Source: an optimization exercise on an open RTL-to-GDS flow (aim: small area). Production flows keep margins and buffers that such runs may drop. The RTL was checked by simulation tests, not by an equivalence proof against the original design. Power and IR drop assume default switching activity.

==> v9 <==
==> flow/design.v <==
`timescale 1ns / 1ps
module Digital_Clock(
    input clk,
    input reset,
    input set_time,
    input set_time_unchnged,
    input [5:0] set_min,
    input [5:0] set_sec,
    input up,
    input down,
    input set_alarm,
    input left,
    input right,
    input stop_watch,
    input timer,
    input start,
    input stop,
    output reg led,
    output reg [3:0] Anode_Activation,
    output reg [6:0] Cathode_Activation,
    output reg [4:0] hrs
);
    reg [7:0] rc;
    reg [4:0] c25;
    always @(posedge clk) begin
        if (reset) begin
            rc <= 0;
            c25 <= 12;
        end else begin
            rc <= rc + 1;
            if (rc[3:0] == 4'd15)
                c25 <= (c25[4] & c25[3]) ? 5'd0 : c25 + 1;
        end
    end
    wire c_top = c25[4] & c25[3];
    wire tick = c_top && rc[3:0] == 4'd7;
    wire samp = c_top && rc[3:0] == 4'd4;
    wire t100 = rc[1:0] == 2'b01;
    reg U, D;
    always @(posedge clk)
        if (samp) begin
            U <= up;
            D <= down;
        end
    function [6:0] pm7(input [6:0] x, input dn);
        integer i;
        reg t;
        begin
            t = 1'b1;
            for (i = 0; i < 7; i = i + 1) begin
                pm7[i] = x[i] ^ t;
                t = t & (x[i] ^ dn);
            end
        end
    endfunction
    reg [5:0] S, M, s, As;
    reg [6:0] m;
    reg [5:0] Am;    
    reg [4:0] H, Ah;
    reg [3:0] count;
    wire W = stop_watch;
    wire R = right;
    wire Smax = S[5] & S[4] & S[3] & S[1] & S[0];
    wire Mmax = M[5] & M[4] & M[3] & M[1] & M[0];
    wire Mz = M == 0;
    wire Hmax = H[4] & H[2] & H[1] & H[0];
    wire Hz = H == 0;
    wire s0 = s == 0;
    wire m0 = m == 0;
    wire m59 = m == 59;
    wire h23 = hrs == 23;
    wire stm = set_time & !W;
    wire unm = !set_time & set_time_unchnged & !W;
    wire nrm = !set_time & !set_time_unchnged & !timer & !W;
    wire mdn = !R & D;
    wire mup = !R & U & !D;
    wire hdn = R ? D : (D & Mz);
    wire hup = R ? (U & !D) : (U & Mmax);
    wire Mdir = stm & mdn;
    wire [5:0] Mpm = pm7({1'b0, M}, Mdir);
    wire [5:0] Mnew = Mdir ? (Mz ? 6'd59 : Mpm) : (Mmax ? 6'd0 : Mpm);
    wire Men = stm & (mdn | mup) | Smax;
    wire Hdir = stm & hdn;
    wire [4:0] Hpm = pm7({2'b0, H}, Hdir);
    wire [4:0] Hnew = Hdir ? (Hz ? 5'd23 : Hpm) : (Hmax ? 5'd0 : Hpm);
    wire Hen = stm & (hdn | hup) | Smax & Mmax;
    wire mdir = set_time ? D : timer;
    wire [6:0] mpm = pm7(m, mdir);
    wire hdir = set_time & hdn;
    wire [4:0] hpm = pm7({2'b0, hrs}, hdir);
    wire [5:0] sdec = pm7({1'b0, s}, 1'b1);
    wire un_up = unm & !timer & !set_alarm & !R & U;
    wire tdec = unm & timer & !(m0 & s0);
    wire alarm_eq = set_alarm && H == Ah && M == Am && S == As;
    always @(posedge clk) begin
        if (reset) begin
            S <= 0; M <= 0; H <= 0;
            s <= 0; m <= 0; hrs <= 0;
            As <= 0; Am <= 0; Ah <= 0;
            count <= 11;
        end else if (tick) begin
            S <= stm ? s : (Smax ? 6'd0 : S + 6'd1);
            if (Men) M <= Mnew;
            if (Hen) H <= Hnew;
            if (nrm) begin
                s <= S; m <= {1'b0, M}; hrs <= H;
            end
            if (stm & mdn) m <= Mz ? 7'd59 : mpm;
            if (stm & mup) m <= Mmax ? 7'd0 : mpm;
            if (stm & hdn) hrs <= Hz ? 5'd23 : hpm;
            if (stm & hup) hrs <= Hmax ? 5'd0 : hpm;
            if (tdec) begin
                s <= s0 ? 6'd59 : sdec;
                if (s0) m <= mpm;
            end
            if (unm & !timer & set_alarm) begin
                As <= s; Ah <= hrs;
                Am <= {m[5:2] | {4{m[6]}}, m[1:0]};
            end
            if (un_up) begin
                m <= m59 ? 7'd0 : mpm;
                if (m59) hrs <= hpm;
            end
            if (unm & R & U) hrs <= h23 ? 5'd0 : hpm;
            if (!W) begin
                if (count[3] & count[1] & count[0]) begin
                    if (alarm_eq) count <= 0;
                end else
                    count <= count + 1;
            end
        end
    end
    always @(*) led = ~count[0];
    reg [6:0] secs4;
    reg [5:0] mins4;
    wire sw_en = t100 & W & !stop;
    wire s4max = secs4[6] & secs4[5] & secs4[1] & secs4[0];
    wire m4max = mins4[5] & mins4[4] & mins4[3] & mins4[1] & mins4[0];
    always @(posedge clk) begin
        if (reset | sw_en & !start) begin
            secs4 <= 0; mins4 <= 0;
        end else if (sw_en) begin
            secs4 <= s4max ? 7'd0 : secs4 + 7'd1;
            if (s4max) mins4 <= m4max ? 6'd0 : mins4 + 6'd1;
        end
    end
    wire [1:0] sel = rc[7:6];
    wire [6:0] v = sel[1] ? (W ? secs4 : {1'b0, s}) : (W ? {1'b0, mins4} : m);
    wire [3:0] LED_BCD = sel[0] ? v % 10 : v / 10;
    always @(*) begin
        case (sel)
            2'b00: Anode_Activation = 4'b0111;
            2'b01: Anode_Activation = 4'b1011;
            2'b10: Anode_Activation = 4'b1101;
            default: Anode_Activation = 4'b1110;
        endcase
        case (LED_BCD)
            4'd1: Cathode_Activation = 7'b1001111;
            4'd2: Cathode_Activation = 7'b0010010;
            4'd3: Cathode_Activation = 7'b0000110;
            4'd4: Cathode_Activation = 7'b1001100;
            4'd5: Cathode_Activation = 7'b0100100;
            4'd6: Cathode_Activation = 7'b0100000;
            4'd7: Cathode_Activation = 7'b0001111;
            4'd8: Cathode_Activation = 7'b0000000;
            4'd9: Cathode_Activation = 7'b0000100;
            default: Cathode_Activation = 7'b0000001;
        endcase
    end
endmodule
==> flow/flow/run.sh <==
#!/bin/bash
# Standard synthesis, then the combinational logic re-mapped for area with a
# stronger ABC script (flip-flops untouched), then the standard layout
# with smaller port buffers and no dummy clock loads.
set -euo pipefail
R=$PWD/orfs/results/sky130hd/Digital_Clock/base
bash standard.sh synth > synth_std.log 2>&1
cp $R/1_2_yosys.v synth_std.v
cp $R/1_2_yosys.v synth_standard.v
# Three rounds, each starting from the previous round's best netlist.
for round in 1 2 3; do
  echo "round $round" >> resynth.log
  bash flow/resynth.sh 1 2 3 4 5 6 7 8 >> resynth.log 2>&1
  mkdir -p resynth_round$round
  mv resynth_[0-9]* synth_resynth_[0-9]* resynth_round$round/
  cp synth_resynth.v synth_std.v
done
cp synth_resynth.v $R/1_2_yosys.v
rm -f $R/1_synth.odb $R/1_synth.sdc
bash standard.sh finish \
  "BUFFER_PORTS_ARGS=-buffer_cell sky130_fd_sc_hd__buf_1" \
  "CTS_ARGS=-sink_clustering_enable -repair_clock_nets -dont_use_dummy_load -buf_list {sky130_fd_sc_hd__clkbuf_8}" > layout.log 2>&1
==> flow/flow/resynth.sh <==
#!/bin/bash
# Re-map the combinational logic of the standard synthesis (synth_std.v) for
# area: ABC's deepsyn with several random seeds, NUM_CORES at a time; the smallest
# mapped netlist is copied to synth_resynth.v. Flip-flops are not touched.
set -uo pipefail
SEEDS="$*"
for s in $SEEDS; do
  echo "strash; &get -n; &deepsyn -T 30 -S $s; &put; dch -f; amap -F 50 -A 100 -C 5000 -E 0.01; topo; dnsize" > resynth_$s.abc
  sed "s/SEED/$s/g" flow/resynth.ys.in > resynth_$s.ys
  yosys -s resynth_$s.ys > resynth_$s.log 2>&1 &
  while [[ $(jobs -r | wc -l) -ge ${NUM_CORES:-4} ]]; do sleep 1; done
done
wait
best=; barea=
for s in $SEEDS; do
  a=$(grep "Chip area for top module" resynth_${s}_stat.txt 2>/dev/null | awk '{print $NF}')
  echo "seed $s: ${a:-failed}"
  [[ -n "$a" && -s synth_resynth_$s.v ]] || continue
  if [[ -z "$best" ]] || awk "BEGIN{exit !($a < $barea)}"; then best=$s; barea=$a; fi
done
[[ -n "$best" ]] || { echo "no resynthesis succeeded"; exit 1; }
echo "best seed $best: $barea"
cp synth_resynth_$best.v synth_resynth.v
==> flow/flow/resynth.ys.in <==
read_liberty -ignore_miss_func /OpenROAD-flow-scripts/flow/platforms/sky130hd/lib/sky130_fd_sc_hd__tt_025C_1v80.lib
read_verilog synth_std.v
hierarchy -top Digital_Clock
setattr -mod -set keep_hierarchy 1 sky130_fd_sc_hd__dfxtp_1 sky130_fd_sc_hd__edfxtp_1
flatten
opt -purge
abc -liberty /OpenROAD-flow-scripts/flow/platforms/sky130hd/lib/sky130_fd_sc_hd__tt_025C_1v80.lib -dont_use sky130_fd_sc_hd__lpflow_bleeder_1 -dont_use sky130_fd_sc_hd__lpflow_clkbufkapwr_1 -dont_use sky130_fd_sc_hd__lpflow_clkbufkapwr_16 -dont_use sky130_fd_sc_hd__lpflow_clkbufkapwr_2 -dont_use sky130_fd_sc_hd__lpflow_clkbufkapwr_4 -dont_use sky130_fd_sc_hd__lpflow_clkbufkapwr_8 -dont_use sky130_fd_sc_hd__lpflow_clkinvkapwr_1 -dont_use sky130_fd_sc_hd__lpflow_clkinvkapwr_16 -dont_use sky130_fd_sc_hd__lpflow_clkinvkapwr_2 -dont_use sky130_fd_sc_hd__lpflow_clkinvkapwr_4 -dont_use sky130_fd_sc_hd__lpflow_clkinvkapwr_8 -dont_use sky130_fd_sc_hd__lpflow_decapkapwr_12 -dont_use sky130_fd_sc_hd__lpflow_decapkapwr_3 -dont_use sky130_fd_sc_hd__lpflow_decapkapwr_4 -dont_use sky130_fd_sc_hd__lpflow_decapkapwr_6 -dont_use sky130_fd_sc_hd__lpflow_decapkapwr_8 -dont_use sky130_fd_sc_hd__lpflow_inputiso0n_1 -dont_use sky130_fd_sc_hd__lpflow_inputiso0p_1 -dont_use sky130_fd_sc_hd__lpflow_inputiso1n_1 -dont_use sky130_fd_sc_hd__lpflow_inputiso1p_1 -dont_use sky130_fd_sc_hd__lpflow_inputisolatch_1 -dont_use sky130_fd_sc_hd__lpflow_isobufsrc_1 -dont_use sky130_fd_sc_hd__lpflow_isobufsrc_16 -dont_use sky130_fd_sc_hd__lpflow_isobufsrc_2 -dont_use sky130_fd_sc_hd__lpflow_isobufsrc_4 -dont_use sky130_fd_sc_hd__lpflow_isobufsrc_8 -dont_use sky130_fd_sc_hd__lpflow_isobufsrckapwr_16 -dont_use sky130_fd_sc_hd__lpflow_lsbuf_lh_hl_isowell_tap_1 -dont_use sky130_fd_sc_hd__lpflow_lsbuf_lh_hl_isowell_tap_2 -dont_use sky130_fd_sc_hd__lpflow_lsbuf_lh_hl_isowell_tap_4 -dont_use sky130_fd_sc_hd__lpflow_lsbuf_lh_isowell_4 -dont_use sky130_fd_sc_hd__lpflow_lsbuf_lh_isowell_tap_1 -dont_use sky130_fd_sc_hd__lpflow_lsbuf_lh_isowell_tap_2 -dont_use sky130_fd_sc_hd__lpflow_lsbuf_lh_isowell_tap_4 -dont_use sky130_fd_sc_hd__probe_p_8 -dont_use sky130_fd_sc_hd__probec_p_8  -script resynth_SEED.abc
opt_clean -purge
hilomap -singleton -hicell sky130_fd_sc_hd__conb_1 HI -locell sky130_fd_sc_hd__conb_1 LO
splitnets
opt_clean -purge
insbuf -buf sky130_fd_sc_hd__buf_1 A X
tee -o resynth_SEED_stat.txt stat -liberty /OpenROAD-flow-scripts/flow/platforms/sky130hd/lib/sky130_fd_sc_hd__tt_025C_1v80.lib
select Digital_Clock
write_verilog -noattr -nohex -nodec -selected synth_resynth_SEED.v
==> flow/standard.sh <==
#!/bin/bash
# synth_recipe.tcl (not shown) runs the flow's synth.tcl, then flattens the netlist and writes it again
# the make line also repeats each setting of config.mk as NAME=value (left out here)
make -C /OpenROAD-flow-scripts/flow DESIGN_CONFIG=/design/flow/config.mk WORK_HOME=/design/flow/orfs CLKGATE_MAP_FILE= SYNTH_SCRIPT=/design/flow/synth_recipe.tcl "${@:-finish}"
==> flow/config.mk <==
export PLATFORM = sky130hd
export DESIGN_NAME = Digital_Clock
export DESIGN_NICKNAME = Digital_Clock
export VERILOG_FILES = /design/flow/design.v
export SDC_FILE = /design/flow/constraint.sdc
export NUM_CORES = 4
export LEC_CHECK = 0
export CAP_MARGIN = 20
export CORE_MARGIN = 2
export CORE_UTILIZATION = 70
export SLEW_MARGIN = 20
==> flow/constraint.sdc <==
create_clock -name core_clock -period 10.0 [get_ports {clk}]
set_input_delay 2.0000 -clock core_clock [delete_from_list [all_inputs] [get_ports {clk}]]
set_output_delay 2.0000 -clock core_clock [all_outputs]
set_load 0.01 [all_outputs]
==> inputs of v25, as changes to v9 <==
--- a/flow/flow/run.sh
+++ b/flow/flow/run.sh
@@ -7,14 +7,22 @@
 bash standard.sh synth > synth_std.log 2>&1
 cp $R/1_2_yosys.v synth_std.v
 cp $R/1_2_yosys.v synth_standard.v
-# Three rounds, each starting from the previous round's best netlist.
-for round in 1 2 3; do
+# Six rounds, each starting from the best netlist so far.
+best_area=
+for round in 1 2 3 4 5 6; do
   echo "round $round" >> resynth.log
-  bash flow/resynth.sh 1 2 3 4 5 6 7 8 >> resynth.log 2>&1
+  bash flow/resynth.sh $(seq $(( (round-1)*12 % 100 + 1 )) $(( (round-1)*12 % 100 + 12 ))) >> resynth.log 2>&1
   mkdir -p resynth_round$round
   mv resynth_[0-9]* synth_resynth_[0-9]* resynth_round$round/
-  cp synth_resynth.v synth_std.v
+  a=$(tail -1 resynth.log | awk '{print $NF}')
+  if [[ -z "$best_area" ]] || awk "BEGIN{exit !($a < $best_area)}"; then
+    best_area=$a
+    cp synth_resynth.v synth_best.v
+  fi
+  echo "best so far: $best_area" >> resynth.log
+  cp synth_best.v synth_std.v
 done
+cp synth_best.v synth_resynth.v
 cp synth_resynth.v $R/1_2_yosys.v
 rm -f $R/1_synth.odb $R/1_synth.sdc
 bash standard.sh finish \
==> summary of the runs <==
Via count: v25 is higher than v9 (about 2.5%). Wire length: v25 is larger than v9 (about 1.6%). In v9 the cell area is larger than in v25, by about 0.7%. Critical path depth: v25 is higher than v9 (3). Die area: v25 is lower than v9 (about 0.36%). Of v25 and v9, v25 has the higher synthesized cell count (gap about 2%, measured against v9). Against v9, the synthesized area of v25 is smaller by 0.38%. In clock-buffer cell count, v25 and v9 do not differ. Of v25 and v9, v25 has the higher sequential share of layout area (gap 0.25 points).
==> figures <==
|  | v25 | v9 |
|---|---|---|
| Outcome | complete, no violations | complete, no violations |
| Power, Total | 562 uW | 570 uW |
| Cell area reported after detailed placement | 0.00448 mm2 | 0.00451 mm2 |
| Area taken by multi-input logic gates | 0.00216 mm2 | 0.00224 mm2 |
| WHS Endpoint | rc[0] | Am[5] |
| Clock tree skew after final layout | 0.0210 ns | 0.0257 ns |
| Path depth of the worst reg2reg path | 16 | 11 |
| Initial detailed-routing violation count | 522 | 455 |
| Clock transition at path regs | 0.09 ns | 0.06 ns |
| LEAKAGE | 0.00150 uW | 0.00152 uW |
| Longest individual stage delay on the worst path | 0.39 ns | 0.53 ns |
| Wire length per cell after detailed routing | 17.0 um | 17.0 um |
| Arrival time of data at the critical path endpoint | 6.51 ns | 6.17 ns |
| FF-to-FF setup slack | 5.93 ns | 5.41 ns |
| Maximum operating frequency | 0.117 GHz | 0.122 GHz |
| GRT Total Usage | 37.2% | 35.7% |
| Via count of the first global-routing pass | 4,261 | 3,970 |
| Die area | 0.00677 mm2 | 0.00679 mm2 |
| M2 GR Usage | 59.7% | 59.0% |
| Library cell contributing the largest single delay on the critical path | a221oi_1 | a311oi_1 |

-- afterwards: timing with drivers on the ports --
How much do the figures lean on ideal ports? The routed layouts below were timed once more, with nothing changed but the port constraints.
Step 1 (the two cells are an assumption about what drives the block):
set clk [get_ports {clk}]
set_driving_cell -lib_cell sky130_fd_sc_hd__clkbuf_16 $clk
set_driving_cell -lib_cell sky130_fd_sc_hd__buf_2 [delete_from_list [all_inputs] $clk]
Step 2, shift: input delay + t, output delay - t, t = (earliest + latest rising clock arrival at the registers) / 2. This alone moves slack from input paths to output paths.
a / b / c = no drivers / after step 1 / after step 2; a / b = the first two.
run	shift t [ns]	slack for setup (ns)	pins driven straight from the clock port
v9	0.385	1.831 / 1.807 / 1.807	1
v25	0.371	1.489 / 1.460 / 1.460	1
After both steps every run listed still meets setup and hold. The setup slack of v25, which loses most, moves by -0.029 ns with the drivers and by -0.029 ns with both steps.
